Context: an optimization exercise on an open-source flow, tuned for small area. The choices shown serve that exercise and are no tape-out recipe.
At most, simulation tests tie the RTL to the original design; equivalence was not proved.
Function not checked in runs 1 and 2: the RTL went through the layout flow alone.
No activity file was given, so power comes from the tool's default toggle rates.

**design/flow/config.mk**
```make
export PLATFORM = sky130hd
export DESIGN_NAME = zigbee_rx_back
export DESIGN_NICKNAME = zigbee_rx_back
export VERILOG_FILES = /design/flow/design.v
export SDC_FILE = /design/flow/constraint.sdc
export NUM_CORES = 4
export LEC_CHECK = 0
export ABC_AREA = 1
export CAP_MARGIN = 20
export CORE_MARGIN = 2
export CORE_UTILIZATION = 40
export CTS_BUF_LIST = sky130_fd_sc_hd__clkbuf_16
export CTS_CLUSTER_DIAMETER = 60
export CTS_CLUSTER_SIZE = 24
export SLEW_MARGIN = 20
```
**design/flow/constraint.sdc**
```tcl
create_clock -name core_clock -period 10.0 [get_ports {clk_i}]
set_input_delay 2.0000 -clock core_clock [delete_from_list [all_inputs] [get_ports {clk_i}]]
set_output_delay 2.0000 -clock core_clock [all_outputs]
set_load 0.01 [all_outputs]
```
**design/flow/design.v**
```verilog
module zigbee_cordic_dec(input wire [4:0] ibb, input wire [4:0] qbb, output wire [3:0] d);
  wire n_new_n100;
  wire n_new_n101;
  wire n_new_n102;
  wire n_new_n103;
  wire n_new_n104;
  wire n_new_n105;
  wire n_new_n107;
  wire n_new_n108;
  wire n_new_n109;
  wire n_new_n110;
  wire n_new_n111;
  wire n_new_n112;
  wire n_new_n113;
  wire n_new_n114;
  wire n_new_n115;
  wire n_new_n116;
  wire n_new_n117;
  wire n_new_n118;
  wire n_new_n119;
  wire n_new_n120;
  wire n_new_n121;
  wire n_new_n122;
  wire n_new_n123;
  wire n_new_n124;
  wire n_new_n125;
  wire n_new_n126;
  wire n_new_n127;
  wire n_new_n128;
  wire n_new_n129;
  wire n_new_n130;
  wire n_new_n131;
  wire n_new_n132;
  wire n_new_n133;
  wire n_new_n134;
  wire n_new_n135;
  wire n_new_n136;
  wire n_new_n137;
  wire n_new_n138;
  wire n_new_n139;
  wire n_new_n140;
  wire n_new_n141;
  wire n_new_n142;
  wire n_new_n143;
  wire n_new_n144;
  wire n_new_n145;
  wire n_new_n146;
  wire n_new_n147;
  wire n_new_n148;
  wire n_new_n149;
  wire n_new_n15;
  wire n_new_n150;
  wire n_new_n151;
  wire n_new_n152;
  wire n_new_n153;
  wire n_new_n154;
  wire n_new_n155;
  wire n_new_n156;
  wire n_new_n157;
  wire n_new_n158;
  wire n_new_n159;
  wire n_new_n16;
  wire n_new_n160;
  wire n_new_n161;
  wire n_new_n162;
  wire n_new_n163;
  wire n_new_n164;
  wire n_new_n165;
  wire n_new_n166;
  wire n_new_n167;
  wire n_new_n168;
  wire n_new_n169;
  wire n_new_n17;
  wire n_new_n170;
  wire n_new_n171;
  wire n_new_n172;
  wire n_new_n173;
  wire n_new_n174;
  wire n_new_n175;
  wire n_new_n176;
  wire n_new_n177;
  wire n_new_n178;
  wire n_new_n179;
  wire n_new_n18;
  wire n_new_n180;
  wire n_new_n181;
  wire n_new_n182;
  wire n_new_n183;
  wire n_new_n184;
  wire n_new_n185;
  wire n_new_n186;
  wire n_new_n187;
  wire n_new_n188;
  wire n_new_n189;
  wire n_new_n19;
  wire n_new_n190;
  wire n_new_n191;
  wire n_new_n192;
  wire n_new_n193;
  wire n_new_n194;
  wire n_new_n195;
  wire n_new_n196;
  wire n_new_n197;
  wire n_new_n198;
  wire n_new_n199;
  wire n_new_n20;
  wire n_new_n200;
  wire n_new_n201;
  wire n_new_n202;
  wire n_new_n203;
  wire n_new_n204;
  wire n_new_n205;
  wire n_new_n206;
  wire n_new_n207;
  wire n_new_n208;
  wire n_new_n209;
  wire n_new_n21;
  wire n_new_n210;
  wire n_new_n211;
  wire n_new_n212;
  wire n_new_n213;
  wire n_new_n214;
  wire n_new_n215;
  wire n_new_n217;
  wire n_new_n218;
  wire n_new_n219;
  wire n_new_n22;
  wire n_new_n220;
  wire n_new_n221;
  wire n_new_n222;
  wire n_new_n223;
  wire n_new_n23;
  wire n_new_n24;
  wire n_new_n25;
  wire n_new_n26;
  wire n_new_n27;
  wire n_new_n28;
  wire n_new_n29;
  wire n_new_n30;
  wire n_new_n31;
  wire n_new_n32;
  wire n_new_n33;
  wire n_new_n34;
  wire n_new_n35;
  wire n_new_n36;
  wire n_new_n37;
  wire n_new_n38;
  wire n_new_n39;
  wire n_new_n40;
  wire n_new_n41;
  wire n_new_n42;
  wire n_new_n43;
  wire n_new_n44;
  wire n_new_n45;
  wire n_new_n46;
  wire n_new_n47;
  wire n_new_n48;
  wire n_new_n49;
  wire n_new_n50;
  wire n_new_n52;
  wire n_new_n53;
  wire n_new_n54;
  wire n_new_n55;
  wire n_new_n56;
  wire n_new_n57;
  wire n_new_n58;
  wire n_new_n59;
  wire n_new_n60;
  wire n_new_n61;
  wire n_new_n62;
  wire n_new_n63;
  wire n_new_n64;
  wire n_new_n65;
  wire n_new_n66;
  wire n_new_n67;
  wire n_new_n68;
  wire n_new_n69;
  wire n_new_n70;
  wire n_new_n71;
  wire n_new_n72;
  wire n_new_n73;
  wire n_new_n74;
  wire n_new_n75;
  wire n_new_n76;
  wire n_new_n77;
  wire n_new_n78;
  wire n_new_n79;
  wire n_new_n80;
  wire n_new_n81;
  wire n_new_n82;
  wire n_new_n83;
  wire n_new_n84;
  wire n_new_n85;
  wire n_new_n86;
  wire n_new_n87;
  wire n_new_n88;
  wire n_new_n89;
  wire n_new_n90;
  wire n_new_n91;
  wire n_new_n92;
  wire n_new_n93;
  wire n_new_n94;
  wire n_new_n95;
  wire n_new_n96;
  wire n_new_n97;
  wire n_new_n98;
  wire n_new_n99;
  assign n_new_n15 = (~qbb[0] & ~qbb[1]);
  assign n_new_n16 = (ibb[4] & ~n_new_n15);
  assign n_new_n17 = (qbb[2] & ~n_new_n16);
  assign n_new_n18 = (~qbb[2] & n_new_n16);
  assign n_new_n19 = (~n_new_n17 & ~n_new_n18);
  assign n_new_n20 = (~ibb[0] & ~ibb[1]);
  assign n_new_n21 = (ibb[4] & ~n_new_n20);
  assign n_new_n22 = (ibb[2] & ~n_new_n21);
  assign n_new_n23 = (~ibb[2] & n_new_n21);
  assign n_new_n24 = (~n_new_n22 & ~n_new_n23);
  assign n_new_n25 = (~n_new_n19 & n_new_n24);
  assign n_new_n26 = (n_new_n19 & ~n_new_n24);
  assign n_new_n27 = (~n_new_n25 & ~n_new_n26);
  assign n_new_n28 = (ibb[0] & qbb[0]);
  assign n_new_n29 = (ibb[4] & qbb[0]);
  assign n_new_n30 = (qbb[1] & ~n_new_n29);
  assign n_new_n31 = (~qbb[1] & n_new_n29);
  assign n_new_n32 = (~n_new_n30 & ~n_new_n31);
  assign n_new_n33 = (ibb[0] & ibb[4]);
  assign n_new_n34 = (ibb[1] & ~n_new_n33);
  assign n_new_n35 = (~ibb[1] & n_new_n33);
  assign n_new_n36 = (~n_new_n34 & ~n_new_n35);
  assign n_new_n37 = (n_new_n32 & ~n_new_n36);
  assign n_new_n38 = (~n_new_n32 & n_new_n36);
  assign n_new_n39 = (~n_new_n37 & ~n_new_n38);
  assign n_new_n40 = (n_new_n28 & ~n_new_n39);
  assign n_new_n41 = (~n_new_n32 & ~n_new_n36);
  assign n_new_n42 = (~n_new_n40 & ~n_new_n41);
  assign n_new_n43 = (~n_new_n27 & n_new_n42);
  assign n_new_n44 = (n_new_n27 & ~n_new_n42);
  assign n_new_n45 = (~n_new_n43 & ~n_new_n44);
  assign n_new_n46 = (~qbb[2] & n_new_n15);
  assign n_new_n47 = (~qbb[3] & n_new_n46);
  assign n_new_n48 = (ibb[4] & ~n_new_n47);
  assign n_new_n49 = (~qbb[4] & ~n_new_n48);
  assign n_new_n50 = (ibb[4] & qbb[4]);
  assign d[3] = ~((~n_new_n49 & ~n_new_n50));
  assign n_new_n52 = (~n_new_n45 & ~d[3]);
  assign n_new_n53 = (~n_new_n28 & n_new_n39);
  assign n_new_n54 = (ibb[0] & n_new_n53);
  assign n_new_n55 = (~n_new_n37 & ~n_new_n54);
  assign n_new_n56 = (n_new_n27 & n_new_n55);
  assign n_new_n57 = (~n_new_n27 & ~n_new_n55);
  assign n_new_n58 = (d[3] & ~n_new_n57);
  assign n_new_n59 = (~n_new_n56 & n_new_n58);
  assign n_new_n60 = (~n_new_n52 & ~n_new_n59);
  assign n_new_n61 = (~n_new_n40 & ~n_new_n53);
  assign n_new_n62 = (qbb[0] & ~d[3]);
  assign n_new_n63 = (~n_new_n61 & n_new_n62);
  assign n_new_n64 = (n_new_n61 & ~n_new_n62);
  assign n_new_n65 = (~n_new_n63 & ~n_new_n64);
  assign n_new_n66 = (~n_new_n45 & d[3]);
  assign n_new_n67 = (qbb[0] & n_new_n53);
  assign n_new_n68 = (~n_new_n38 & ~n_new_n67);
  assign n_new_n69 = (~n_new_n27 & ~n_new_n68);
  assign n_new_n70 = (n_new_n27 & n_new_n68);
  assign n_new_n71 = (~d[3] & ~n_new_n70);
  assign n_new_n72 = (~n_new_n69 & n_new_n71);
  assign n_new_n73 = (~n_new_n66 & ~n_new_n72);
  assign n_new_n74 = (n_new_n65 & n_new_n73);
  assign n_new_n75 = (qbb[4] & n_new_n47);
  assign n_new_n76 = (d[3] & ~n_new_n75);
  assign n_new_n77 = (~n_new_n25 & ~n_new_n56);
  assign n_new_n78 = (~ibb[2] & n_new_n20);
  assign n_new_n79 = (ibb[4] & ~n_new_n78);
  assign n_new_n80 = (ibb[3] & ~n_new_n79);
  assign n_new_n81 = (~ibb[3] & n_new_n79);
  assign n_new_n82 = (~n_new_n80 & ~n_new_n81);
  assign n_new_n83 = (ibb[4] & ~n_new_n46);
  assign n_new_n84 = (qbb[3] & ~n_new_n83);
  assign n_new_n85 = (~qbb[3] & n_new_n83);
  assign n_new_n86 = (~n_new_n84 & ~n_new_n85);
  assign n_new_n87 = (n_new_n82 & ~n_new_n86);
  assign n_new_n88 = (n_new_n77 & ~n_new_n87);
  assign n_new_n89 = (~n_new_n82 & n_new_n86);
  assign n_new_n90 = (~ibb[3] & ibb[4]);
  assign n_new_n91 = (n_new_n78 & n_new_n90);
  assign n_new_n92 = (n_new_n76 & ~n_new_n91);
  assign n_new_n93 = (~n_new_n76 & n_new_n91);
  assign n_new_n94 = (~n_new_n92 & ~n_new_n93);
  assign n_new_n95 = (~n_new_n89 & ~n_new_n94);
  assign n_new_n96 = (~n_new_n88 & n_new_n95);
  assign n_new_n97 = (n_new_n76 & ~n_new_n96);
  assign n_new_n98 = (n_new_n19 & n_new_n24);
  assign n_new_n99 = (~n_new_n43 & ~n_new_n98);
  assign n_new_n100 = (~n_new_n82 & n_new_n99);
  assign n_new_n101 = (n_new_n86 & ~n_new_n100);
  assign n_new_n102 = (n_new_n82 & ~n_new_n99);
  assign n_new_n103 = (~n_new_n101 & ~n_new_n102);
  assign n_new_n104 = (~d[3] & ~n_new_n91);
  assign n_new_n105 = (~n_new_n103 & n_new_n104);
  assign d[2] = (~n_new_n97 & ~n_new_n105);
  assign n_new_n107 = (~n_new_n74 & d[2]);
  assign n_new_n108 = (~n_new_n87 & ~n_new_n89);
  assign n_new_n109 = (~n_new_n26 & ~n_new_n70);
  assign n_new_n110 = (~d[3] & ~n_new_n109);
  assign n_new_n111 = (d[3] & ~n_new_n99);
  assign n_new_n112 = (~n_new_n110 & ~n_new_n111);
  assign n_new_n113 = (n_new_n108 & ~n_new_n112);
  assign n_new_n114 = (~n_new_n108 & n_new_n112);
  assign n_new_n115 = (~n_new_n113 & ~n_new_n114);
  assign n_new_n116 = (n_new_n107 & n_new_n115);
  assign n_new_n117 = (~n_new_n107 & ~n_new_n115);
  assign n_new_n118 = (~n_new_n116 & ~n_new_n117);
  assign n_new_n119 = (~n_new_n60 & n_new_n118);
  assign n_new_n120 = (n_new_n60 & ~n_new_n118);
  assign n_new_n121 = (~n_new_n119 & ~n_new_n120);
  assign n_new_n122 = (~n_new_n65 & d[2]);
  assign n_new_n123 = (n_new_n73 & ~n_new_n122);
  assign n_new_n124 = (~n_new_n73 & n_new_n122);
  assign n_new_n125 = (~n_new_n123 & ~n_new_n124);
  assign n_new_n126 = (ibb[0] & d[3]);
  assign n_new_n127 = (n_new_n61 & ~n_new_n126);
  assign n_new_n128 = (~n_new_n61 & n_new_n126);
  assign n_new_n129 = (~n_new_n127 & ~n_new_n128);
  assign n_new_n130 = (~n_new_n125 & n_new_n129);
  assign n_new_n131 = (n_new_n125 & ~n_new_n129);
  assign n_new_n132 = (~n_new_n130 & ~n_new_n131);
  assign n_new_n133 = (~ibb[0] & ~qbb[0]);
  assign n_new_n134 = (~n_new_n28 & ~n_new_n133);
  assign n_new_n135 = (~n_new_n65 & n_new_n134);
  assign n_new_n136 = (n_new_n132 & ~n_new_n135);
  assign n_new_n137 = (~n_new_n130 & ~n_new_n136);
  assign n_new_n138 = (n_new_n121 & n_new_n137);
  assign n_new_n139 = (~n_new_n121 & ~n_new_n137);
  assign n_new_n140 = (~n_new_n138 & ~n_new_n139);
  assign n_new_n141 = (~n_new_n89 & n_new_n109);
  assign n_new_n142 = (~n_new_n87 & ~n_new_n141);
  assign n_new_n143 = (~d[3] & ~n_new_n142);
  assign n_new_n144 = (d[3] & n_new_n103);
  assign n_new_n145 = (~n_new_n143 & ~n_new_n144);
  assign n_new_n146 = (n_new_n94 & ~n_new_n145);
  assign n_new_n147 = (~n_new_n94 & n_new_n145);
  assign n_new_n148 = (~n_new_n146 & ~n_new_n147);
  assign n_new_n149 = (n_new_n60 & n_new_n129);
  assign n_new_n150 = (d[2] & ~n_new_n149);
  assign n_new_n151 = (~d[3] & ~n_new_n99);
  assign n_new_n152 = (d[3] & ~n_new_n77);
  assign n_new_n153 = (~n_new_n151 & ~n_new_n152);
  assign n_new_n154 = (n_new_n108 & ~n_new_n153);
  assign n_new_n155 = (~n_new_n108 & n_new_n153);
  assign n_new_n156 = (~n_new_n154 & ~n_new_n155);
  assign n_new_n157 = (n_new_n150 & n_new_n156);
  assign n_new_n158 = (~n_new_n150 & ~n_new_n156);
  assign n_new_n159 = (~n_new_n157 & ~n_new_n158);
  assign n_new_n160 = (~n_new_n73 & ~n_new_n159);
  assign n_new_n161 = (~n_new_n65 & ~n_new_n133);
  assign n_new_n162 = (d[2] & ~n_new_n129);
  assign n_new_n163 = (n_new_n60 & n_new_n162);
  assign n_new_n164 = (~n_new_n60 & ~n_new_n162);
  assign n_new_n165 = (n_new_n65 & ~n_new_n134);
  assign n_new_n166 = (~n_new_n129 & n_new_n165);
  assign n_new_n167 = (~n_new_n164 & ~n_new_n166);
  assign n_new_n168 = (~n_new_n163 & n_new_n167);
  assign n_new_n169 = (~n_new_n161 & ~n_new_n168);
  assign n_new_n170 = (n_new_n73 & n_new_n159);
  assign n_new_n171 = (~n_new_n160 & ~n_new_n170);
  assign n_new_n172 = (~n_new_n169 & n_new_n171);
  assign n_new_n173 = (~n_new_n160 & ~n_new_n172);
  assign n_new_n174 = (n_new_n149 & ~n_new_n156);
  assign n_new_n175 = (n_new_n173 & ~n_new_n174);
  assign n_new_n176 = (~n_new_n173 & n_new_n174);
  assign n_new_n177 = (~n_new_n175 & ~n_new_n176);
  assign n_new_n178 = (n_new_n115 & n_new_n177);
  assign n_new_n179 = (~n_new_n148 & n_new_n178);
  assign n_new_n180 = (n_new_n148 & ~n_new_n178);
  assign n_new_n181 = (~n_new_n179 & ~n_new_n180);
  assign n_new_n182 = (n_new_n140 & ~n_new_n181);
  assign n_new_n183 = (~n_new_n119 & ~n_new_n138);
  assign n_new_n184 = (n_new_n74 & ~n_new_n115);
  assign n_new_n185 = (d[2] & ~n_new_n184);
  assign n_new_n186 = (~n_new_n148 & ~n_new_n185);
  assign n_new_n187 = (n_new_n148 & n_new_n185);
  assign n_new_n188 = (~n_new_n186 & ~n_new_n187);
  assign n_new_n189 = (~n_new_n156 & ~n_new_n188);
  assign n_new_n190 = (n_new_n156 & n_new_n188);
  assign n_new_n191 = (~n_new_n189 & ~n_new_n190);
  assign n_new_n192 = (n_new_n183 & ~n_new_n191);
  assign n_new_n193 = (~n_new_n183 & n_new_n191);
  assign n_new_n194 = (~n_new_n192 & ~n_new_n193);
  assign n_new_n195 = (~n_new_n140 & ~n_new_n194);
  assign n_new_n196 = (~n_new_n182 & ~n_new_n195);
  assign n_new_n197 = (n_new_n169 & ~n_new_n171);
  assign n_new_n198 = (~n_new_n172 & ~n_new_n197);
  assign n_new_n199 = (~n_new_n165 & n_new_n198);
  assign n_new_n200 = (~n_new_n135 & ~n_new_n199);
  assign n_new_n201 = (~n_new_n132 & ~n_new_n200);
  assign n_new_n202 = (~n_new_n136 & ~n_new_n201);
  assign n_new_n203 = (~n_new_n115 & ~n_new_n177);
  assign n_new_n204 = (~n_new_n178 & ~n_new_n203);
  assign n_new_n205 = (~n_new_n202 & ~n_new_n204);
  assign n_new_n206 = (n_new_n136 & n_new_n199);
  assign n_new_n207 = (n_new_n198 & ~n_new_n206);
  assign n_new_n208 = (~n_new_n205 & n_new_n207);
  assign n_new_n209 = (n_new_n202 & n_new_n204);
  assign n_new_n210 = (~n_new_n140 & ~n_new_n181);
  assign n_new_n211 = (~n_new_n209 & ~n_new_n210);
  assign n_new_n212 = (~n_new_n208 & n_new_n211);
  assign n_new_n213 = (~n_new_n196 & ~n_new_n212);
  assign n_new_n214 = (d[2] & n_new_n186);
  assign n_new_n215 = (~n_new_n190 & ~n_new_n214);
  assign d[1] = ~((~n_new_n193 & n_new_n215));
  assign n_new_n217 = (~n_new_n213 & d[1]);
  assign n_new_n218 = (~n_new_n202 & n_new_n204);
  assign n_new_n219 = (~n_new_n206 & ~n_new_n218);
  assign n_new_n220 = (~n_new_n182 & n_new_n219);
  assign n_new_n221 = (~n_new_n140 & n_new_n181);
  assign n_new_n222 = (n_new_n194 & ~n_new_n221);
  assign n_new_n223 = (~n_new_n220 & n_new_n222);
  assign d[0] = ~((~n_new_n217 & ~n_new_n223));
endmodule
module zigbee_cordic_top (
	input  wire       reset_n,
	input  wire       clk,
	input  wire [4:0] ibb,
	input  wire [4:0] qbb,
	input  wire       iValid,
	output wire [4:0] wout,
	output wire       oValid
	);
	wire [3:0] d;
	zigbee_cordic_dec i_dec (.ibb(ibb), .qbb(qbb), .d(d));
	reg [4:0] dec_s0, dec_s1, dec_s2;
	reg v_s0, v_s1, v_s2;
	always @(posedge clk) begin
		dec_s0 <= {ibb[4], d};
		dec_s1 <= dec_s0;
		dec_s2 <= dec_s1;
	end
	always @(posedge clk, negedge reset_n) begin
		if (!reset_n) begin
			v_s0 <= 0;
			v_s1 <= 0;
			v_s2 <= 0;
		end else begin
			v_s0 <= iValid;
			v_s1 <= v_s0;
			v_s2 <= v_s1;
		end
	end
	assign wout = {~(dec_s2[4] ^ dec_s2[3]), ~dec_s2[3], dec_s2[2:0]};
	assign oValid = v_s2;
endmodule
module bit_recovery(
	input  logic       clk,
	input  logic       resetn,
	input  logic [4:0] phase,
	input  logic       ph_valid,
	output logic       data_bits
	);
	logic [4:0] phase_q, phase_diff;
	logic v1, v2, overflow, enable, bit_new;
	assign enable = v1 & ~v2;
	assign phase_diff = phase - phase_q;
	assign overflow = (phase[4] ^ phase_q[4]) ? 1'b0 : (phase_diff[4] ^ phase[4]);
	assign bit_new = overflow ? data_bits : ~phase_diff[4];
	always_ff @(posedge clk, negedge resetn) begin
		if (~resetn) begin
			v1 <= 0;
			v2 <= 0;
			phase_q <= 0;
			data_bits <= 0;
		end else begin
			v1 <= ph_valid;
			v2 <= v1;
			if (enable) begin
				phase_q <= phase;
				data_bits <= bit_new;
			end
		end
	end
endmodule
module cdr(
	input  logic clk,
	input  logic resetn_i,
	input  logic data_i,
	output logic data_en_o,
	output logic take_o
	);
	logic data_en_w, data_en_w_q;
	logic T_w, E_w;
	logic q1, q2, q3, q4;
	logic [4:0] count;
	logic [4:0] cycles;
	logic en_toggle_w, en_rise_w, en_fall_w;
	assign T_w = q1 ^ q2;
	assign E_w = q2 ^ q4;
	assign cycles = ~T_w ? 5'd24 : (E_w ? 5'd25 : 5'd23);
	assign en_toggle_w = (count == cycles) || (count == 12);
	assign en_rise_w = en_toggle_w && ~data_en_w;
	assign en_fall_w = en_toggle_w && data_en_w;
	assign take_o = ~data_en_w && data_en_w_q;
	always_ff @(posedge clk, negedge resetn_i) begin
		if (~resetn_i) begin
			q1 <= 0;
			q2 <= 0;
			q3 <= 0;
			q4 <= 0;
			data_en_w <= 1;
			data_en_w_q <= 0;
			count <= 24;
			data_en_o <= 0;
		end else begin
			if (en_rise_w) begin
				q1 <= data_i;
				q2 <= q1;
				q4 <= q3;
			end
			if (en_fall_w)
				q3 <= data_i;
			if (count == cycles)
				count <= 0;
			else
				count <= count + 1;
			if (en_toggle_w)
				data_en_w <= ~data_en_w;
			data_en_w_q <= data_en_w;
			data_en_o <= take_o;
		end
	end
endmodule
module bit_recovery_CDR(
	input  logic       clk,
	input  logic       resetn,
	input  logic [4:0] phase_i,
	input  logic       ph_valid_i,
	output logic       data_en_o,
	output logic       take_o,
	output logic       data_w
	);
	bit_recovery i_bit_recovery(
		.clk(clk), .resetn(resetn), .phase(phase_i), .ph_valid(ph_valid_i), .data_bits(data_w));
	cdr i_cdr(
		.clk(clk), .resetn_i(resetn), .data_i(data_w), .data_en_o(data_en_o), .take_o(take_o));
endmodule
module fifo_rx (
	input  logic       clk,
	input  logic       reset_n,
	input  logic       en_cdr,
	input  logic       take,
	input  logic       data_in,
	input  logic       psel,
	input  logic       pwrite,
	input  logic       penable,
	output logic       pslverr,
	output logic [7:0] prdata,
	output logic       bit_o
	);
	logic [7:0] ring [0:3][0:15];
	logic [7:0] head [0:3];
	logic [8:0] sr;
	logic [2:0] i;
	logic [6:0] wr_ptr, rd_ptr, rd_next;
	logic [5:0] pw;
	logic [3:0] t;
	logic pending;
	logic full, empty, wr_en, rd_en, adv, byp;
	logic [7:0] stg;
	logic [3:0] ins;
	assign empty = wr_ptr == rd_ptr;
	assign full = (wr_ptr[5:0] == rd_ptr[5:0]) && (wr_ptr[6] != rd_ptr[6]);
	assign pslverr = empty;
	assign wr_en = en_cdr && (i == 1);
	assign bit_o = sr[8];
	assign rd_en = psel && penable && !pwrite && !empty;
	assign adv = rd_en || (full && wr_en);
	assign rd_next = rd_ptr + adv;
	assign stg = sr[7:0];
	assign pw = wr_ptr[5:0] - 6'd1;
	assign byp = pending && (rd_ptr[5:0] == pw);
	always_comb begin
		for (integer b = 0; b < 4; b++)
			ins[b] = pending && (pw[1:0] == b) && (pw[5:2] + t == 4'd15);
	end
	always_ff @(posedge clk) begin
		for (integer b = 0; b < 4; b++) begin
			logic [3:0] q;
			logic [7:0] d0;
			d0 = ins[b] ? stg : ring[b][15];
			ring[b][0] <= d0;
			for (integer k = 1; k < 16; k++)
				ring[b][k] <= ring[b][k-1];
			q = rd_next[5:2] + (b < rd_next[1:0]) + t + 4'd1;
			if (q[1:0] == 0) begin
				case (q[3:2])
					2'd0: head[b] <= d0;
					2'd1: head[b] <= ring[b][3];
					2'd2: head[b] <= ring[b][7];
					default: head[b] <= ring[b][11];
				endcase
			end
		end
	end
	always_ff @(posedge clk, negedge reset_n) begin
		if (~reset_n) begin
			sr <= 0;
			i <= 0;
			t <= 0;
			wr_ptr <= 0;
			rd_ptr <= 0;
			pending <= 0;
			prdata <= 0;
		end else begin
			if (take) begin
				sr <= {data_in, sr[8:1]};
				i <= i + 1;
			end
			t <= t + 4'd1;
			wr_ptr <= wr_ptr + wr_en;
			rd_ptr <= rd_next;
			if (wr_en)
				pending <= 1;
			else if (|ins)
				pending <= 0;
			if (rd_en)
				prdata <= byp ? stg : head[rd_ptr[1:0]];
			else
				prdata <= 0;
		end
	end
endmodule
module zigbee_rx_back (
  input  logic       clk_i,
  input  logic       resetn_i,
  input  logic [4:0] ibb_i,
  input  logic [4:0] qbb_i,
  input  logic       iq_valid_i,
  input  logic       psel_i,
  input  logic       penable_i,
  input  logic       pwrite_i,
  output logic [7:0] prdata_o,
  output logic       pslverr_o,
  output logic       bit_o,
  output logic       bit_en_o
);
  logic [4:0] cordic_phase;
  logic       cordic_valid;
  logic       cdr_bit;
  logic       cdr_take;
  logic       cdr_valid;
  zigbee_cordic_top i_cordic (
    .reset_n(resetn_i), .clk(clk_i), .ibb(ibb_i), .qbb(qbb_i), .iValid(iq_valid_i),
    .wout(cordic_phase), .oValid(cordic_valid));
  bit_recovery_CDR i_cdr (
    .clk(clk_i), .resetn(resetn_i), .phase_i(cordic_phase), .ph_valid_i(cordic_valid),
    .data_en_o(cdr_valid), .take_o(cdr_take), .data_w(cdr_bit));
  fifo_rx i_fifo_rx (
    .clk(clk_i), .reset_n(resetn_i), .en_cdr(cdr_valid), .take(cdr_take), .data_in(cdr_bit),
    .psel(psel_i), .pwrite(pwrite_i), .penable(penable_i),
    .pslverr(pslverr_o), .prdata(prdata_o), .bit_o(bit_o));
  assign bit_en_o = cdr_valid;
endmodule
```
**design/flow/run.sh**
```bash
#!/bin/bash
# synth_recipe.tcl (not shown) runs the flow's synth.tcl, then flattens the netlist and writes it again
# the make line also repeats each setting of config.mk as NAME=value (left out here)
make -C /OpenROAD-flow-scripts/flow DESIGN_CONFIG=/design/flow/config.mk WORK_HOME=/design/flow/orfs CLKGATE_MAP_FILE= SYNTH_SCRIPT=/design/flow/synth_recipe.tcl finish
```
==> results of run 1 <==
==> per-stage QoR <==
step | worst slack, ps | hold slack [ps] | area (µm²) | instances | util
CTS | 3397 | 319.8 | 19790 | 2053 | 0.4573
finish | 3310 | 312.6 | 19790 | 2053 | 0.4573
floorplan | 4395 | 309.6 | 17630 | 1396 | -
global placement | 3048 | 309.6 | 18510 | 1990 | 0.4278
detailed placement | 2824 | 312.1 | 18510 | 1990 | 0.4278
global route | 2934 | 324.9 | 19790 | 2053 | 0.4573
==> state kept, by name, summed over array words and instances (netlist names), 3 cells and up <==
name and cells:
i_fifo_rx.ring 512, i_cdr.i_bit_recovery.phase_q 5, i_cordic.dec_s2 5, i_cordic.dec_s1 5
i_cordic.dec_s0 5, i_fifo_rx.i 3, i_fifo_rx.sr 9, i_fifo_rx.wr_ptr 7
i_fifo_rx.rd_ptr 7, i_fifo_rx.t 4, i_cdr.i_cdr.count 5, i_fifo_rx.prdata 8
i_fifo_rx.head 32
==> final cells by class <==
| cell class | instances | share of cell area |
|---|---|---|
| Tap cell | 585 | 0.03699 |
| Clock inverter | 23 | 0.01410 |
| Multi-Input combinational cell | 648 | 0.2039 |
| Clock buffer | 40 | 0.05058 |
| Sequential cell | 621 | 0.6603 |
| Timing Repair Buffer | 28 | 0.01366 |
| Inverter | 108 | 0.02049 |
==> power groups by stage <==
stage,registers (µW),clock network [µW],logic [µW]
floorplan,2890,0,942
global placement,2960,0,1220
detailed placement,2960,0,1250
CTS,2910,1700,1250
global route,2930,1800,1420
finish,2900,1650,1250
==> cell families after synthesis <==
kind of cell | count (synthesis)
buf+inv | 127
compound gates | 112
simple gates | 420
fa+ha+maj | 57
xor+xnor | 59
flops | 621
==> routing by layer <==
layer | share of wire | global-route usage
met5 | 0 | 0
met4 | 0.021 | 0.03893
met3 | 0.035 | 0.02229
met2 | 0.42 | 0.1929
met1 | 0.52 | 0.1992
==> worst paths after layout <==
check                           cells after the start  slack [ps]                        endpoint                           from
max in group asynchronous                           2        7810        i_fifo_rx.t[1]$_DFF_PN0_                       resetn_i
worst max register to register                     18        4200  i_fifo_rx.head[0][4]$_DFFE_PN_  i_fifo_rx.rd_ptr[3]$_DFF_PN0_
worst max-delay path                               16        3310  i_fifo_rx.head[0][4]$_DFFE_PN_                         psel_i
worst min-delay path                                0         310   i_fifo_rx.ring[47][0]$_DFF_P_  i_fifo_rx.ring[46][0]$_DFF_P_
min in group asynchronous                           2        1630      i_cdr.i_cdr.q1$_DFFE_PN0P_                       resetn_i
worst min register to register                      0         310   i_fifo_rx.ring[47][0]$_DFF_P_  i_fifo_rx.ring[46][0]$_DFF_P_
==> synthesized netlist by cell type (all sizes together), types with 14 or more instances <==
library cell	n
edfxtp	32
nand4	37
xnor2	14
nand2	187
a21oi	16
o21ai	62
nor2	51
xor2	45
dfrtp	59
ha	47
inv	103
nand3	132
dfxtp	527
==> critical path, stage by stage <==
cell,delay (ps)
clkdlybuf4s50_1,460
nand2_1,50
or3_1,510
o21ai_0,160
ha_1,240
nand3_1,100
xor2_1,300
inv_1,110
ha_1,380
inv_1,150
fa_1,450
xnor2_1,710
clkinv_1,670
nor2_1,600
nand2_1,120
nand4_1,110
==> results.sh, run 1 <==
export IMPL_outcome="finished clean"
export IMPL_synth_seq_area_share=0.7412
export IMPL_clkPwrFrac=0.285
export IMPL_synth_avg_cell_area_um2=12.63
export IMPL_drive_gt1_frac=0.06540
export IMPL_die_w_um=213.9
export IMPL_final_max_slew_viol_count=0
export IMPL_synth_mux_area_frac=0
export IMPL_multiInputGateArea_um2=4034
export IMPL_final_common_cell="dfxtp_1"
export IMPL_wl_per_cell_um=14.53
export IMPL_ys_ff_latch=621
export IMPL_start_util=0.4075
export IMPL_period_share=0.6690
export IMPL_cts_inserted_buffers=37
export IMPL_worst_slew_pin_slew_ps=886.5
export IMPL_setup_viol=0
export IMPL_synthAdderAreaFrac=0.04471
export IMPL_endpoint_kind="flip-flop"
export IMPL_seqPwrFrac=0.500
export IMPL_start_kind="input pin"
export IMPL_rsz0062_at_grt="no"
export IMPL_numClockSinks=621
export IMPL_skew_ps=25.30
export IMPL_fillCellCount=3826
export IMPL_drtIter0Drc=610
export IMPL_track_usage=0.1318
export IMPL_fmax_mhz=149.5
export IMPL_cts_hold_buf=0
export IMPL_clockBufferDepth=3
export IMPL_switching_share=0.3138
export IMPL_antenna_found_initial=0
export IMPL_cts_resized=0
export IMPL_grt_pass1_wl_mm=48.32
export IMPL_grt_max_degree=63
export IMPL_synth_simple_gate_area_share=0.1111
export IMPL_layout_common_cells="dfxtp_1, nand2_1, nand3_1"
export IMPL_p_sw_uw=1822
export IMPL_peakVddDrop_mv=0.1168
export IMPL_cp_max_fo=17
export IMPL_ys_warn_count=6
export IMPL_ys_flop_type="dfxtp_1"
export IMPL_via_per_inst=4.505
export IMPL_rows=76
export IMPL_core_area_um2=43270
export IMPL_relSlewSlack=0.4048
export IMPL_synth_compound_area_frac=0.03982
export IMPL_ios=27
export IMPL_drtAntennaViolNets=0
export IMPL_comb_power_share=0.215
export IMPL_io_buffer_count=26
export IMPL_cts_root_buf="clkbuf_16"
export IMPL_area_growth_pct=12.24
export IMPL_die_y_um=213.9
export IMPL_clk_pin_slew_ps=90
export IMPL_cts_tree="yes"
export IMPL_drv_cap=0
export IMPL_power_density_nw_per_um2=293.4
export IMPL_synth_top_family_by_area="simple AND/OR/NAND/NOR gates"
export IMPL_min_period_ps=6690
export IMPL_dieArea_um2=45770
export IMPL_power_internal_uw=3983
export IMPL_hp_class="flip-flop to flip-flop"
export IMPL_p_leak_uw=0.008191
export IMPL_drc=0
export IMPL_ys_types=46
export IMPL_final_hold_viol_count=0
export IMPL_cp_required_ps=10420
export IMPL_dr_pass1_iters=5
export IMPL_regArea_um2=13070
export IMPL_grt_overflow_total=0
export IMPL_grt_pass1_vias=8735
export IMPL_cts_htree_levels=2
export IMPL_wl_mm=29.82
export IMPL_finalSetupTns_ps=0
export IMPL_synth_area_um2=17630
export IMPL_synthXorXnorAreaFrac=0.03314
export IMPL_clk_latency_ps=550
export IMPL_place_gp_congestion=0.8236
export IMPL_yosys_area_top_type="dfxtp_1"
export IMPL_n_antenna_cell=0
export IMPL_vias=9248
export IMPL_postCtsSetupBuffers=0
export IMPL_async_reset_ff_frac=0.09984
export IMPL_hpwl_mm=20.74
export IMPL_finish_net_count=1517
export IMPL_path_class="input pin to flip-flop"
export IMPL_synth_area_leaders="dfxtp_1, dfrtp_1, edfxtp_1, nand2_1, nand3_1"
export IMPL_synthCells=1396
export IMPL_synthDominantCellAreaShare=0.5984
export IMPL_crit_arrival_ps=7110
export IMPL_power_total_uw=5805
export IMPL_synth_edf_count=32
export IMPL_synth_fp_nets=1469
==> run 2: changes to the inputs <==
--- a/design/flow/config.mk
+++ b/design/flow/config.mk
@@ -11,5 +11,5 @@
 export CORE_UTILIZATION = 40
-export CTS_BUF_LIST = sky130_fd_sc_hd__clkbuf_16
-export CTS_CLUSTER_DIAMETER = 60
-export CTS_CLUSTER_SIZE = 24
+export CTS_BUF_LIST = sky130_fd_sc_hd__clkbuf_8
+export CTS_CLUSTER_DIAMETER = 50
+export CTS_CLUSTER_SIZE = 16
 export SLEW_MARGIN = 20
==> run 2 against run 1 <==
Still clean on timing, DRC and antenna; worst hold slack better by 5.2 ps; synthesized cell count unchanged; cell count up 0.68%; non-clock buffer count unchanged.
==> results.sh, run 2 <==
export IMPL_finish_net_count=1529
export IMPL_synthDominantCellAreaShare=0.5984
export IMPL_grt_overflow_total=0
export IMPL_worst_slew_pin_slew_ps=892.7
export IMPL_synth_area_leaders="dfxtp_1, dfrtp_1, edfxtp_1, nand2_1, nand3_1"
export IMPL_cts_resized=0
export IMPL_endpoint_kind="flip-flop"
export IMPL_hp_class="flip-flop to flip-flop"
export IMPL_worst_slack_ps=3428
export IMPL_max_stage_delay_ps=710
export IMPL_antenna_found_initial=0
export IMPL_place_gp_congestion=0.8236
export IMPL_clk_pin_slew_ps=100
export IMPL_synth_fp_nets=1469
export IMPL_final_hold_viol_count=0
export IMPL_largest_register_ffs=512
export IMPL_numClockSinks=621
export IMPL_vias=9248
export IMPL_layout_common_cells="dfxtp_1, nand2_1, nand3_1"
export IMPL_crit_arrival_ps=7080
export IMPL_drc=0
export IMPL_ys_types=46
export IMPL_drtIter0Drc=600
export IMPL_outcome="finished clean"
export IMPL_postCtsSetupBuffers=0
export IMPL_setup_viol=0
export IMPL_rows=76
export IMPL_ios=27
export IMPL_cts_root_buf="clkbuf_8"
export IMPL_skew_ps=32.13
export IMPL_ys_flop_type="dfxtp_1"
export IMPL_relSlewSlack=0.4006
export IMPL_synth_most_common_cell="dfxtp_1"
export IMPL_io_buffer_count=26
export IMPL_grt_pass1_wl_mm=48.24
export IMPL_die_y_um=213.9
export IMPL_min_period_ps=6572
export IMPL_period_share=0.6572
export IMPL_max_flop_register="i_fifo_rx.ring"
export IMPL_async_reset_ff_frac=0.09984
export IMPL_synthCells=1396
export IMPL_wl_per_cell_um=14.47
export IMPL_grt_max_degree=63
export IMPL_start_kind="input pin"
export IMPL_wl_mm=29.91
export IMPL_top_regs="i_fifo_rx.ring: 512 flops, i_fifo_rx.head: 32 flops, i_fifo_rx.sr: 9 flops"
export IMPL_synth_seq_area_share=0.7412
export IMPL_core_area_um2=43270
export IMPL_cts_tree="yes"
export IMPL_cts_htree_levels=2
export IMPL_final_common_cell="dfxtp_1"
export IMPL_drv_cap=0
export IMPL_cts_inserted_buffers=49
export IMPL_dp_slack_ps=2824
export IMPL_finalSetupTns_ps=0
export IMPL_die_w_um=213.9
export IMPL_via_per_inst=4.474
export IMPL_cp_required_ps=10510
export IMPL_dieArea_um2=45770
export IMPL_ys_warn_count=6
export IMPL_path_class="input pin to flip-flop"
export IMPL_peakVddDrop_mv=0.09791
export IMPL_area_growth_pct=10.16
export IMPL_final_core_util=0.4489
export IMPL_fmax_mhz=152.2
export IMPL_p_leak_uw=0.008059
export IMPL_grt_pass1_vias=8812
export IMPL_drive_gt1_frac=0.07018
export IMPL_synth_edf_count=32
export IMPL_drtAntennaViolNets=0
export IMPL_track_usage=0.1333
export IMPL_crit_slowest_cell="xnor2_1"
export IMPL_synth_top_cells_by_count="dfxtp_1, nand2_1, nand3_1"
export IMPL_rsz0062_at_grt="no"
export IMPL_power_total_uw=5458
export IMPL_cts_hold_buf=0
export IMPL_cp_max_fo=17
export IMPL_dr_pass1_iters=5
export IMPL_timing_hold_ws_ps=317.9
export IMPL_ys_ff_latch=621
export IMPL_yosys_area_top_type="dfxtp_1"
export IMPL_final_max_slew_viol_count=0
export IMPL_clk_latency_ps=650
export IMPL_n_antenna_cell=0
export IMPL_hpwl_mm=20.74
export IMPL_power_density_nw_per_um2=281.0
export IMPL_synth_avg_cell_area_um2=12.63
export IMPL_clockBufferDepth=3
export IMPL_start_util=0.4075
export IMPL_path_cells="clkdlybuf4s50_1 -> nand2_1 -> or3_1 -> o21ai_0 -> ha_1 -> nand3_1 -> xor2_1 -> inv_1 -> ha_1 -> inv_1 -> fa_1 -> xnor2_1 -> clkinv_1 -> nor2_1 -> nand2_1 -> nand4_1"
export IMPL_synth_area_um2=17630
[run 2: changes by cell type in the layout (fill, tap and decap cells not counted)]
cell       delta
clkinv_4      +1
inv_1         +6
clkinv_2      +1
clkbuf_8     +54
inv_12        -2
inv_2         -1
clkbuf_16    -40
bufinv_16     -2
clkinv_8      -3
[run 2: final timing paths]
path                            cells past startpoint                        endpoint                     startpoint  slack [ps]
worst max-delay path                               16  i_fifo_rx.head[0][4]$_DFFE_PN_                         psel_i        3430
worst max register to register                     18  i_fifo_rx.head[0][4]$_DFFE_PN_  i_fifo_rx.rd_ptr[3]$_DFF_PN0_        4220
worst min-delay path                                0    i_fifo_rx.ring[5][0]$_DFF_P_   i_fifo_rx.ring[4][0]$_DFF_P_         320
worst min register to register                      0    i_fifo_rx.ring[5][0]$_DFF_P_   i_fifo_rx.ring[4][0]$_DFF_P_         320
max in group asynchronous                           2   i_fifo_rx.prdata[0]$_DFF_PN0_                       resetn_i        7890
min in group asynchronous                           2         i_cordic.v_s2$_DFF_PN0_                       resetn_i        1550
[run 2: report_power, final]
group | leakage [µW] | internal (µW) | total, µW | switching, µW
clock network | 0.000514 | 536 | 1310 | 771
registers | 0.00533 | 2760 | 2900 | 140
logic | 0.00222 | 387 | 1250 | 861
[run 2: layer usage]
layer / up-vias / wire [µm] / global-route usage
met5: - / 0 / 0
met4: 0 / 720 / 0.04476
met3: 49 / 1348 / 0.02968
met2: 162 / 12550 / 0.1926
met1: 4365 / 15290 / 0.1970
li1: 4672 / - / -
[run 2: cells by family (layout without fill, tap and decap cells)]
kind of cell             Yosys count  count (layout)  share of synthesized area
AO/OA/AOI/OAI                    112             112                    0.03982
AND/OR/NAND/NOR                  420             420                     0.1111
adder cells (fa/ha/maj)           57              57                    0.04471
buffers and inverters            127             213                    0.03002
XOR/XNOR                          59              59                    0.03314
flip-flops                       621             621                     0.7412
[run 2: area by class of cell]
type | count | area [µm²]
Multi-Input combinational cell | 648 | 4034
Fill cell | 3902 | 23850
Clock inverter | 23 | 170.2
Sequential cell | 621 | 13070
Tap cell | 585 | 732.0
Inverter | 108 | 405.4
Clock buffer | 54 | 743.2
Timing Repair Buffer | 28 | 270.3
[run 2: critical path: cells and delay by family]
family	cells	cell delay (ps)
buffers and inverters	4	1380
AOI/OAI and AO/OA	1	160
and+or+nand+nor	6	1430
adders and majority gates	3	1070
xor gates and xnor gates	2	1000
[run 2: stage by stage]
step / instance area, µm² / std cells
floorplan: 17630 / 1396
global placement: 18510 / 1990
detailed placement: 18510 / 1990
global route: 19420 / 2067
finish: 19420 / 2067
CTS: 19420 / 2067
==> run 3: changes to the inputs <==
--- a/design/flow/design.v
+++ b/design/flow/design.v
@@ -560,4 +560,3 @@
 	logic [6:0] wr_ptr, rd_ptr, rd_next;
-	logic [5:0] pw;
-	logic [3:0] t;
+	logic [3:0] x0, x1;
 	logic pending;
@@ -573,13 +572,14 @@
 	assign adv = rd_en || (full && wr_en);
-	assign rd_next = rd_ptr + adv;
+	assign rd_next = rd_ptr + 7'd4 + adv;
 	assign stg = sr[7:0];
-	assign pw = wr_ptr[5:0] - 6'd1;
-	assign byp = pending && (rd_ptr[5:0] == pw);
+	assign byp = pending && (rd_ptr[5:0] + 6'd1 == wr_ptr[5:0]);
 	always_comb begin
 		for (integer b = 0; b < 4; b++)
-			ins[b] = pending && (pw[1:0] == b) && (pw[5:2] + t == 4'd15);
+			ins[b] = pending && (wr_ptr[5:0] == 6'(61 + b));
 	end
+	assign x0 = rd_next[5:2];
+	assign x1 = rd_next[5:2] + 4'd1;
 	always_ff @(posedge clk) begin
 		for (integer b = 0; b < 4; b++) begin
-			logic [3:0] q;
+			logic [3:0] x;
 			logic [7:0] d0;
@@ -589,5 +589,5 @@
 				ring[b][k] <= ring[b][k-1];
-			q = rd_next[5:2] + (b < rd_next[1:0]) + t + 4'd1;
-			if (q[1:0] == 0) begin
-				case (q[3:2])
+			x = (b < rd_next[1:0]) ? x1 : x0;
+			if (x[1:0] == 0) begin
+				case (x[3:2])
 					2'd0: head[b] <= d0;
@@ -604,3 +604,2 @@
 			i <= 0;
-			t <= 0;
 			wr_ptr <= 0;
@@ -614,4 +613,3 @@
 			end
-			t <= t + 4'd1;
-			wr_ptr <= wr_ptr + wr_en;
+			wr_ptr <= wr_ptr + 7'd4 + wr_en;
 			rd_ptr <= rd_next;
==> run 3 against run 2 <==
Sequential power is 2% lower; combinational power is 15% higher; sequential share of layout area is 2.2 points higher; highest routed layer unchanged; design area is 3.9% lower; critical endpoint is now i_cordic.dec_s0[0]$_DFF_P_; synthesized cell count is 2.7% lower; critical path type unchanged.
==> results.sh, run 3 <==
export IMPL_outcome="finished clean"
export IMPL_cts_resized=0
export IMPL_vias=8798
export IMPL_relSlewSlack=0.4490
export IMPL_synth_edf_count=32
export IMPL_hold_depth=0
export IMPL_largest_register_ffs=512
export IMPL_grt_pass1_vias=8512
export IMPL_start_kind="input pin"
export IMPL_period_share=0.5726
export IMPL_rows=75
export IMPL_area_growth_pct=10.14
export IMPL_skew_ps=20.19
export IMPL_max_flop_register="i_fifo_rx.ring"
export IMPL_grt_overflow_total=0
export IMPL_synth_avg_cell_area_um2=12.47
export IMPL_crit_start="ibb_i[4]"
export IMPL_final_hold_viol_count=0
export IMPL_cts_tree="yes"
export IMPL_track_usage=0.1314
export IMPL_cts_hold_buf=0
export IMPL_drive_gt1_frac=0.06920
export IMPL_synthCells=1359
export IMPL_ys_types=48
export IMPL_r2r_start="i_fifo_rx.rd_ptr[5]$_DFF_PN0_"
export IMPL_grt_max_degree=59
export IMPL_hp_class="flip-flop to flip-flop"
export IMPL_cp_required_ps=10480
export IMPL_fillCellCount=3867
export IMPL_final_core_util=0.4459
export IMPL_fmax_mhz=174.6
export IMPL_ios=27
export IMPL_start_util=0.4048
export IMPL_power_density_nw_per_um2=294.3
export IMPL_postCtsSetupBuffers=0
export IMPL_n_antenna_cell=0
export IMPL_path_class="input pin to flip-flop"
export IMPL_numClockSinks=617
export IMPL_crit_arrival_ps=6200
export IMPL_hp_start="i_fifo_rx.ring[49][3]$_DFF_P_"
export IMPL_p_leak_uw=0.007768
export IMPL_dr_pass1_iters=5
export IMPL_core_area_um2=41850
export IMPL_endpoint_kind="flip-flop"
export IMPL_worstHoldEndpoint="i_fifo_rx.ring[50][3]$_DFF_P_"
export IMPL_clockBufferDepth=3
export IMPL_worst_slew_pin_slew_ps=823.4
export IMPL_grt_pass1_wl_mm=45.71
export IMPL_peakVddDrop_mv=0.1633
export IMPL_via_per_inst=4.434
export IMPL_r2r_slack_ps=5700
export IMPL_synth_most_common_cell="dfxtp_1"
export IMPL_final_common_cell="dfxtp_1"
export IMPL_die_y_um=209.8
export IMPL_synth_top_cells_by_count="dfxtp_1, nand2_1, inv_1"
export IMPL_async_reset_ff_frac=0.09400
export IMPL_final_max_slew_viol_count=0
export IMPL_setup_viol=0
export IMPL_clk_pin_slew_ps=90
export IMPL_synth_area_um2=16940
export IMPL_wl_mm=28.00
export IMPL_dieArea_um2=44020
export IMPL_cts_inserted_buffers=47
export IMPL_synth_seq_area_share=0.7652
export IMPL_die_w_um=209.8
export IMPL_finish_net_count=1471
export IMPL_min_period_ps=5726
export IMPL_top_regs="i_fifo_rx.ring: 512 flops, i_fifo_rx.head: 32 flops, i_fifo_rx.sr: 9 flops"
export IMPL_r2r_end="i_fifo_rx.head[2][5]$_DFFE_PN_"
export IMPL_ys_ff_latch=617
export IMPL_drc=0
export IMPL_rsz0062_at_grt="no"
export IMPL_place_gp_congestion=0.8168
export IMPL_synth_fp_nets=1410
export IMPL_hpwl_mm=18.57
export IMPL_layout_common_cells="dfxtp_1, nand2_1, inv_1"
export IMPL_clk_latency_ps=580
export IMPL_drtAntennaViolNets=0
export IMPL_wl_per_cell_um=14.11
export IMPL_cts_htree_levels=2
export IMPL_finalSetupTns_ps=0
export IMPL_antenna_found_initial=0
export IMPL_drtIter0Drc=522
export IMPL_ys_flop_type="dfxtp_1"
export IMPL_yosys_area_top_type="dfxtp_1"
export IMPL_synth_area_leaders="dfxtp_1, dfrtp_1, edfxtp_1, nand2_1, nand3_1"
export IMPL_drv_cap=0
export IMPL_io_buffer_count=26
export IMPL_synthDominantCellAreaShare=0.6227
export IMPL_r2r_worst_path_cells=17
export IMPL_cts_root_buf="clkbuf_8"
export IMPL_cp_max_fo=12
export IMPL_ys_warn_count=6
[run 3: cell count changes in the layout (fill, tap and decap cells not counted), sizes merged, moves of 3 or more]
cell	previous run	this run
a22o	7	0
fa	10	4
nor4	0	3
nor2	51	45
a21oi	16	32
a211oi	9	1
dfrtp	59	55
o21ai	62	77
clkinv	9	3
xor2	45	28
nand3	132	90
ha	47	31
a221oi	7	0
nand2	187	238
[run 3: worst max-delay path, cell delays in order]
cell	delay [ps]
clkdlybuf4s50_1	700
nand2_1	110
xor2_1	190
inv_1	110
fa_1	470
fa_1	430
inv_1	90
nand3_1	130
nand4_1	130
nand2_1	150
nor2_1	150
xor2_1	80
ha_1	350
a21oi_1	100
fa_1	390
ha_1	320
o21ai_0	140
nand2_1	70
nand2_1	50
nand2_1	40
[run 3: final cells by class]
| cell class | instances | area (µm²) | area share |
|---|---|---|---|
| sequential | 617 | 12970 | 0.6948 |
| tap | 539 | 674.4 | 0.03614 |
| multi-input combinational | 624 | 3517 | 0.1885 |
| clock inverter | 22 | 125.1 | 0.006705 |
| timing repair buffer | 28 | 270.3 | 0.01448 |
| inverter | 102 | 392.9 | 0.02105 |
| clock buffer | 52 | 715.7 | 0.03835 |
[run 3: per-stage QoR]
stage                     cell area [µm²]  power [µW]  hold WS, ps  std cells  setup WS (ps)
after floorplan                     16940        3885        309.6       1359           4552
after global placement              17820        4316        309.7       1910           3836
after detailed placement            17820        4340        312.1       1910           3726
after CTS                           18660        5557        314.3       1984           4338
after global routing                18660        5828        310.0       1984           3910
final                               18660        5493        313.6       1984           4274
[run 3: logic make-up (layout without fill, tap and decap cells)]
| logic type | after synthesis | count (layout) | share of synthesized area |
|---|---|---|---|
| AO/OA/AOI/OAI | 123 | 123 | 0.04231 |
| XOR/XNOR | 41 | 41 | 0.02319 |
| adder cells (fa/ha/maj) | 35 | 35 | 0.02762 |
| buffers and inverters | 118 | 204 | 0.02717 |
| flip-flops | 617 | 617 | 0.7652 |
| multiplexers | 1 | 1 | 0.0006646 |
| AND/OR/NAND/NOR | 424 | 424 | 0.1138 |
[run 3: metal layers]
metal | GRT usage | part of all wire | vias up
met5 | 0 | 0 | -
met4 | 0.04084 | 0.021 | 0
met3 | 0.02409 | 0.038 | 45
met2 | 0.2025 | 0.44 | 122
met1 | 0.1885 | 0.50 | 4134
li1 | - | - | 4497
[run 3: worst max path at each step]
stage | depth (start not counted) | slack, ps | end
final | 20 | 4270 | i_cordic.dec_s0[0]$_DFF_P_
after global routing | 22 | 3910 | i_cordic.dec_s0[0]$_DFF_P_
after CTS | 20 | 4340 | i_cordic.dec_s0[0]$_DFF_P_
after detailed placement | 20 | 3730 | i_cordic.dec_s0[0]$_DFF_P_
after global placement | 20 | 3840 | i_cordic.dec_s0[0]$_DFF_P_
after floorplan | 17 | 4550 | i_cordic.dec_s0[0]$_DFF_P_
[run 3: power breakdown]
part           switching [µW]  internal (µW)
Combinational            1020            414
Sequential                129           2710
Clock                     730            486
Total                    1880           3610
==> run 4: changes to the inputs <==
--- a/design/flow/config.mk
+++ b/design/flow/config.mk
@@ -7,3 +7,3 @@
 export LEC_CHECK = 0
-export ABC_AREA = 1
+export ABC_AREA = 0
 export CAP_MARGIN = 20
@@ -12,4 +12,4 @@
 export CTS_BUF_LIST = sky130_fd_sc_hd__clkbuf_8
-export CTS_CLUSTER_DIAMETER = 50
-export CTS_CLUSTER_SIZE = 16
+export CTS_CLUSTER_DIAMETER = 40
+export CTS_CLUSTER_SIZE = 20
 export SLEW_MARGIN = 20
==> run 4 against run 3 <==
Still clean; clock power increased by 22%; sequential share of layout area shrank 0.76 points; sequential power is 2% higher; register-to-register slack lost 740 ps; power increased by 4.6%; setup slack got worse by 780 ps; critical path type unchanged; largest power group unchanged.
==> results.sh, run 4 <==
export IMPL_outcome="finished clean"
export IMPL_drtIter0Drc=449
export IMPL_top_regs="i_fifo_rx.ring: 512 flops, i_fifo_rx.head: 32 flops, i_fifo_rx.sr: 9 flops"
export IMPL_cts_hold_buf=0
export IMPL_wl_per_cell_um=15.21
export IMPL_p_leak_uw=0.007700
export IMPL_hpwl_mm=17.13
export IMPL_worst_slew_pin_slew_ps=929.8
export IMPL_clockBufferDepth=3
export IMPL_cts_root_buf="clkbuf_8"
export IMPL_die_w_um=209.1
export IMPL_synth_top_family_by_area="multiplexers"
export IMPL_synth_top_cells_by_count="dfxtp_1, nand2_1, dfrtp_1"
export IMPL_ios=27
export IMPL_async_reset_ff_frac=0.09400
export IMPL_r2r_worst_path_cells=13
export IMPL_synthAdderAreaFrac=0.02909
export IMPL_final_common_cell="dfxtp_1"
export IMPL_ys_types=70
export IMPL_clk_pin_slew_ps=110
export IMPL_cp_max_fo=11
export IMPL_hp_class="flip-flop to flip-flop"
export IMPL_final_max_slew_viol_count=0
export IMPL_synth_compound_area_frac=0.04136
export IMPL_crit_arrival_ps=7000
export IMPL_synth_edf_count=32
export IMPL_setup_viol=0
export IMPL_r2r_slack_ps=4960
export IMPL_start_kind="input pin"
export IMPL_yosys_area_top_type="dfxtp_1"
export IMPL_clk_latency_ps=620
export IMPL_largest_register_ffs=512
export IMPL_via_per_inst=4.433
export IMPL_synth_area_um2=16820
export IMPL_min_period_ps=6502
export IMPL_grt_pass1_vias=7726
export IMPL_dp_slack_ps=2909
export IMPL_worst_slack_ps=3498
export IMPL_grt_max_degree=59
export IMPL_rows=75
export IMPL_vias=7735
export IMPL_die_y_um=209.1
export IMPL_drive_gt1_frac=0.1526
export IMPL_start_util=0.4028
export IMPL_area_growth_pct=12.18
export IMPL_hold_depth=0
export IMPL_dieArea_um2=43710
export IMPL_fmax_mhz=153.8
export IMPL_ys_flop_type="dfxtp_1"
export IMPL_r2r_start="i_fifo_rx.rd_ptr[4]$_DFF_PN0_"
export IMPL_postCtsSetupBuffers=0
export IMPL_n_antenna_cell=0
export IMPL_synth_simple_gate_area_share=0.04344
export IMPL_max_flop_register="i_fifo_rx.ring"
export IMPL_rsz0062_at_grt="no"
export IMPL_cts_inserted_buffers=50
export IMPL_final_hold_viol_count=0
export IMPL_grt_overflow_total=0
export IMPL_synthCells=1102
export IMPL_cts_resized=0
export IMPL_synth_seq_area_share=0.7709
export IMPL_grt_pass1_wl_mm=42.30
export IMPL_io_buffer_count=26
export IMPL_drc=0
export IMPL_ys_ff_latch=617
export IMPL_endpoint_kind="flip-flop"
export IMPL_dr_pass1_iters=4
export IMPL_place_gp_congestion=0.7840
export IMPL_synth_most_common_cell="dfxtp_1"
export IMPL_synth_avg_cell_area_um2=15.26
export IMPL_ys_warn_count=6
export IMPL_layout_common_cells="dfxtp_1, nand2_1, clkbuf_8, dfrtp_1"
export IMPL_drv_cap=0
export IMPL_drtAntennaViolNets=0
export IMPL_track_usage=0.1235
export IMPL_skew_ps=27.21
export IMPL_synthDominantCellAreaShare=0.6272
export IMPL_cts_htree_levels=2
export IMPL_hp_start="i_fifo_rx.ring[42][4]$_DFF_P_"
export IMPL_core_area_um2=41760
export IMPL_finalSetupTns_ps=0
export IMPL_worstHoldEndpoint="i_fifo_rx.ring[43][4]$_DFF_P_"
export IMPL_synth_fp_nets=1153
export IMPL_timing_hold_ws_ps=316.9
export IMPL_period_share=0.6502
export IMPL_finish_net_count=1215
export IMPL_path_class="input pin to flip-flop"
export IMPL_synthXorXnorAreaFrac=0.03452
export IMPL_synth_area_leaders="dfxtp_1, dfrtp_1, edfxtp_1, mux4_2, mux2_2"
export IMPL_antenna_found_initial=0
export IMPL_cts_tree="yes"
export IMPL_relSlewSlack=0.3757
export IMPL_peakVddDrop_mv=0.1373
export IMPL_r2r_end="i_fifo_rx.head[2][5]$_DFFE_PN_"
export IMPL_synth_mux_area_frac=0.06762
export IMPL_power_density_nw_per_um2=304.5
export IMPL_wl_mm=26.54
export IMPL_numClockSinks=617
export IMPL_cp_required_ps=10500
==> run 4: changes by cell type in the layout (fill, tap and decap cells not counted), moves of 7 or more <==
cell / before / now
nand2_1: 232 / 69
nand3_1: 89 / 8
inv_1: 111 / 41
o21ai_0: 70 / 29
mux2_2: 1 / 36
nand4_1: 36 / 3
mux4_2: 0 / 27
xnor2_1: 12 / 31
mux2i_1: 0 / 11
a21oi_1: 32 / 23
a222oi_1: 0 / 8
inv_8: 1 / 8
nand2b_1: 0 / 7
==> run 4: cell type report <==
type	count	area [µm²]
fillers	3649	22890
clock inverters	39	414.1
inverters	37	138.9
repair buffers	29	277.8
clock buffers	55	757.0
multi-input cells	429	3641
flip-flops and latches	617	12970
well taps	539	674.4
==> run 4: kinds of logic after synthesis <==
family / after synthesis
mux: 75
xor+xnor: 59
fa+ha+maj: 37
flops: 617
buf+inv: 56
compound gates: 101
simple gates: 157
==> run 4: worst max path at each step <==
stage | start | endpoint | slack, ps | cells past startpoint
2_1_floorplan | ibb_i[4] | i_cordic.dec_s0[0]$_DFF_P_ | 3950 | 19
3_3_place_gp | ibb_i[4] | i_cordic.dec_s0[0]$_DFF_P_ | 3020 | 19
3_5_place_dp | ibb_i[4] | i_cordic.dec_s0[0]$_DFF_P_ | 2910 | 19
4_1_cts | ibb_i[4] | i_cordic.dec_s0[0]$_DFF_P_ | 3560 | 19
5_1_grt | ibb_i[4] | i_cordic.dec_s0[0]$_DFF_P_ | 3160 | 19
6_report | ibb_i[4] | i_cordic.dec_s0[0]$_DFF_P_ | 3500 | 19
==> run 4: metal layers <==
metal,part of all wire,vias to the layer above,GRT usage
li1,-,3831,-
met1,0.51,3722,0.1780
met2,0.43,132,0.1899
met3,0.041,50,0.02224
met4,0.023,0,0.03842
met5,0,-,0
==> run 4: where the power goes <==
group | internal, µW | total [µW] | switching [µW]
registers | 2720 | 2900 | 189
clock network | 622 | 1490 | 872
logic | 566 | 1350 | 782
total | 3900 | 5750 | 1840
==> run 4: stage by stage <==
step,instance area [µm²],util,cells,total power (µW)
after floorplan,16820,-,1102,3908
after global placement,17700,0.4238,1651,4301
after detailed placement,17700,0.4238,1651,4325
after CTS,18870,0.4519,1745,5822
after global routing,18870,0.4519,1745,6066
final,18870,0.4519,1745,5746
==> run 4: critical path, stage by stage <==
cell	delay [ps]
clkdlybuf4s50_1	770
nand2_1	130
xnor2_1	210
inv_1	100
fa_1	430
fa_1	420
maj3_1	410
a21oi_2	350
nand3_1	130
o21a_1	130
o221a_2	230
fa_1	370
xnor2_1	140
ha_1	350
inv_1	80
a211oi_1	170
a211oi_1	80
maj3_2	310
o22a_1	170
==> run 5: changes to the inputs <==
--- a/design/flow/config.mk
+++ b/design/flow/config.mk
@@ -12,4 +12,4 @@
 export CTS_BUF_LIST = sky130_fd_sc_hd__clkbuf_8
-export CTS_CLUSTER_DIAMETER = 40
-export CTS_CLUSTER_SIZE = 20
+export CTS_CLUSTER_DIAMETER = 50
+export CTS_CLUSTER_SIZE = 16
 export SLEW_MARGIN = 20
==> run 5 against run 4 <==
Non-clock buffer count is the same; global-route usage is essentially flat; sequential power is essentially flat; critical path depth is the same; power shrank 3.4%; highest routed layer unchanged; worst hold slack lost 12 ps; still clean on timing, DRC and antenna; wire length grew 0.26%; critical endpoint unchanged; clock power shrank 13%; synthesized area is the same; design area shrank 1.3%; largest cell class unchanged; die area is the same.
==> results.sh, run 5 <==
export IMPL_clk_latency_ps=600
export IMPL_final_common_cell="dfxtp_1"
export IMPL_die_y_um=209.1
export IMPL_final_max_slew_viol_count=0
export IMPL_ys_types=70
export IMPL_cts_tree="yes"
export IMPL_relSlewSlack=0.3830
export IMPL_finalInstanceArea_um2=18620
export IMPL_ys_warn_count=6
export IMPL_ios=27
export IMPL_start_kind="input pin"
export IMPL_r2r_slack_ps=4980
export IMPL_power_density_nw_per_um2=298.2
export IMPL_r2r_worst_path_cells=13
export IMPL_top_regs="i_fifo_rx.ring: 512 flops, i_fifo_rx.head: 32 flops, i_fifo_rx.sr: 9 flops"
export IMPL_worst_slew_pin_slew_ps=918.9
export IMPL_clk_pin_slew_ps=90
export IMPL_max_flop_register="i_fifo_rx.ring"
export IMPL_finalSetupTns_ps=0
export IMPL_hold_depth=0
export IMPL_grt_max_degree=59
export IMPL_core_area_um2=41760
export IMPL_grt_pass1_wl_mm=42.55
export IMPL_synth_fp_nets=1153
export IMPL_hpwl_mm=17.13
export IMPL_cts_htree_levels=2
export IMPL_synth_top_cells_by_count="dfxtp_1, nand2_1, dfrtp_1"
export IMPL_p_leak_uw=0.007617
export IMPL_cts_resized=0
export IMPL_start_util=0.4028
export IMPL_drtAntennaViolNets=0
export IMPL_skew_ps=31.53
export IMPL_largest_register_ffs=512
export IMPL_cp_max_fo=11
export IMPL_cts_hold_buf=0
export IMPL_placed_area_um2=17700
export IMPL_area_growth_pct=10.70
export IMPL_io_buffer_count=26
export IMPL_cp_required_ps=10490
export IMPL_synth_most_common_cell="dfxtp_1"
export IMPL_synth_edf_count=32
export IMPL_finish_net_count=1214
export IMPL_drv_cap=0
export IMPL_hp_class="flip-flop to flip-flop"
export IMPL_die_w_um=209.1
export IMPL_cts_inserted_buffers=49
export IMPL_fmax_mhz=153.5
export IMPL_vias=7740
export IMPL_yosys_area_top_type="dfxtp_1"
export IMPL_drive_gt1_frac=0.1340
export IMPL_dr_pass1_iters=5
export IMPL_synthCells=1102
export IMPL_postCtsSetupBuffers=0
export IMPL_antenna_found_initial=0
export IMPL_async_reset_ff_frac=0.09400
export IMPL_final_hold_viol_count=0
export IMPL_crit_arrival_ps=7010
export IMPL_endpoint_kind="flip-flop"
export IMPL_numClockSinks=617
export IMPL_via_per_inst=4.466
export IMPL_clockBufferDepth=3
export IMPL_synth_area_um2=16820
export IMPL_drtIter0Drc=355
export IMPL_dieArea_um2=43710
export IMPL_path_class="input pin to flip-flop"
export IMPL_period_share=0.6517
export IMPL_synth_avg_cell_area_um2=15.26
export IMPL_rsz0062_at_grt="no"
export IMPL_cts_root_buf="clkbuf_8"
export IMPL_peakVddDrop_mv=0.1386
export IMPL_synth_seq_area_share=0.7709
export IMPL_synthDominantCellAreaShare=0.6272
export IMPL_outcome="finished clean"
export IMPL_rows=75
export IMPL_min_period_ps=6517
export IMPL_grt_pass1_vias=7755
export IMPL_grt_overflow_total=0
export IMPL_synth_area_leaders="dfxtp_1, dfrtp_1, edfxtp_1, mux4_2, mux2_2"
export IMPL_track_usage=0.1239
export IMPL_place_gp_congestion=0.7840
export IMPL_wl_mm=26.61
export IMPL_drc=0
export IMPL_ys_flop_type="dfxtp_1"
export IMPL_setup_viol=0
export IMPL_wl_per_cell_um=15.35
export IMPL_ys_ff_latch=617
export IMPL_n_antenna_cell=0
export IMPL_layout_common_cells="dfxtp_1, nand2_1, dfrtp_1"
## run 5: metrics by stage
step                setup slack [ps]  cells  power (µW)    util  hold WS, ps
floorplan                       3955   1102        3908       -        309.6
global placement                3024   1651        4301  0.4238        309.7
detailed placement              2909   1651        4325  0.4238        312.1
CTS                             3565   1733        5625  0.4459        304.6
global route                    3163   1733        5873  0.4459        306.4
finish                          3483   1733        5553  0.4459        305.4
## run 5: where the power goes
part           total (µW)  internal (µW)  switching, µW
combinational        1350            566            780
clock                1300            524            778
sequential           2900           2720            189
total                5550           3810           1750
## run 5: critical path, cell delays in order
cell             delay [ps]
clkdlybuf4s50_1         770
nand2_1                 130
xnor2_1                 210
inv_1                   100
fa_1                    430
fa_1                    420
maj3_1                  410
a21oi_2                 360
nand3_1                 130
o21a_1                  130
o221a_2                 230
fa_1                    370
xnor2_1                 140
ha_1                    350
inv_1                    80
a211oi_1                170
a211oi_1                 80
maj3_2                  310
o22a_1                  170
## run 5: routing by layer
metal,track usage,share of wire
met4,0.03941,0.021
met3,0.02194,0.034
met2,0.1895,0.43
met1,0.1794,0.52
met5,0,0
## run 5: layout make-up
class | instances | area [µm²]
Sequential cell | 617 | 12970
Fill cell | 3682 | 23140
Timing Repair Buffer | 29 | 277.8
Tap cell | 539 | 674.4
Clock inverter | 30 | 205.2
Multi-Input combinational cell | 429 | 3641
Inverter | 37 | 138.9
Clock buffer | 52 | 715.7
## run 5: cells by family (layout without fill, tap and decap cells)
logic type,count (synthesis),after routing,share of synthesized area
compound gates,101,101,0.04136
xor+xnor,59,59,0.03452
fa+ha+maj,37,37,0.02909
buf+inv,56,148,0.01309
flops,617,617,0.7709
mux,75,75,0.06762
simple gates,157,157,0.04344
## run 5: path summary, 6_finish.rpt
check / from / end
worst min register to register: i_fifo_rx.ring[25][6]$_DFF_P_ / i_fifo_rx.ring[26][6]$_DFF_P_
worst max-delay path: ibb_i[4] / i_cordic.dec_s0[0]$_DFF_P_
worst min-delay path: i_fifo_rx.ring[25][6]$_DFF_P_ / i_fifo_rx.ring[26][6]$_DFF_P_
min in group asynchronous: resetn_i / i_cordic.v_s0$_DFF_PN0_
max in group asynchronous: resetn_i / i_fifo_rx.rd_ptr[3]$_DFF_PN0_
worst max register to register: i_fifo_rx.rd_ptr[4]$_DFF_PN0_ / i_fifo_rx.head[2][3]$_DFFE_PN_

## port drivers added, routing unchanged
No port has a modelled driver above. Below, the same layouts with a new extraction and two added sets of constraints. Step 1 sets driving cells, clkbuf_16 on the clock port and buf_2 on the other inputs (assumed; they add their load-dependent delay and slew). Step 2, shift: input delay + t, output delay - t, t = (earliest + latest rising clock arrival at the registers) / 2. This alone moves slack from input paths to output paths. a / b / c = ideal / step 1 / step 2; a / b = the first two.
| run | t, ns | slack for setup (ns) | latest minus earliest clock arrival (ns) |
|---|---|---|---|
| run 1 | 0.589 | 3.310 / 3.331 / 2.742 | 0.029 / 0.029 |
| run 2 | 0.671 | 3.428 / 3.444 / 2.773 | 0.044 / 0.044 |
| run 3 | 0.625 | 4.274 / 4.301 / 3.676 | 0.024 / 0.024 |
| run 4 | 0.654 | 3.498 / 3.523 / 2.869 | 0.027 / 0.028 |
| run 5 | 0.632 | 3.483 / 3.505 / 2.873 | 0.032 / 0.032 |
After both steps every run listed still meets setup and hold. For run 2, which loses most, drivers alone change the setup slack by +0.016 ns; drivers and shift together by -0.655 ns.
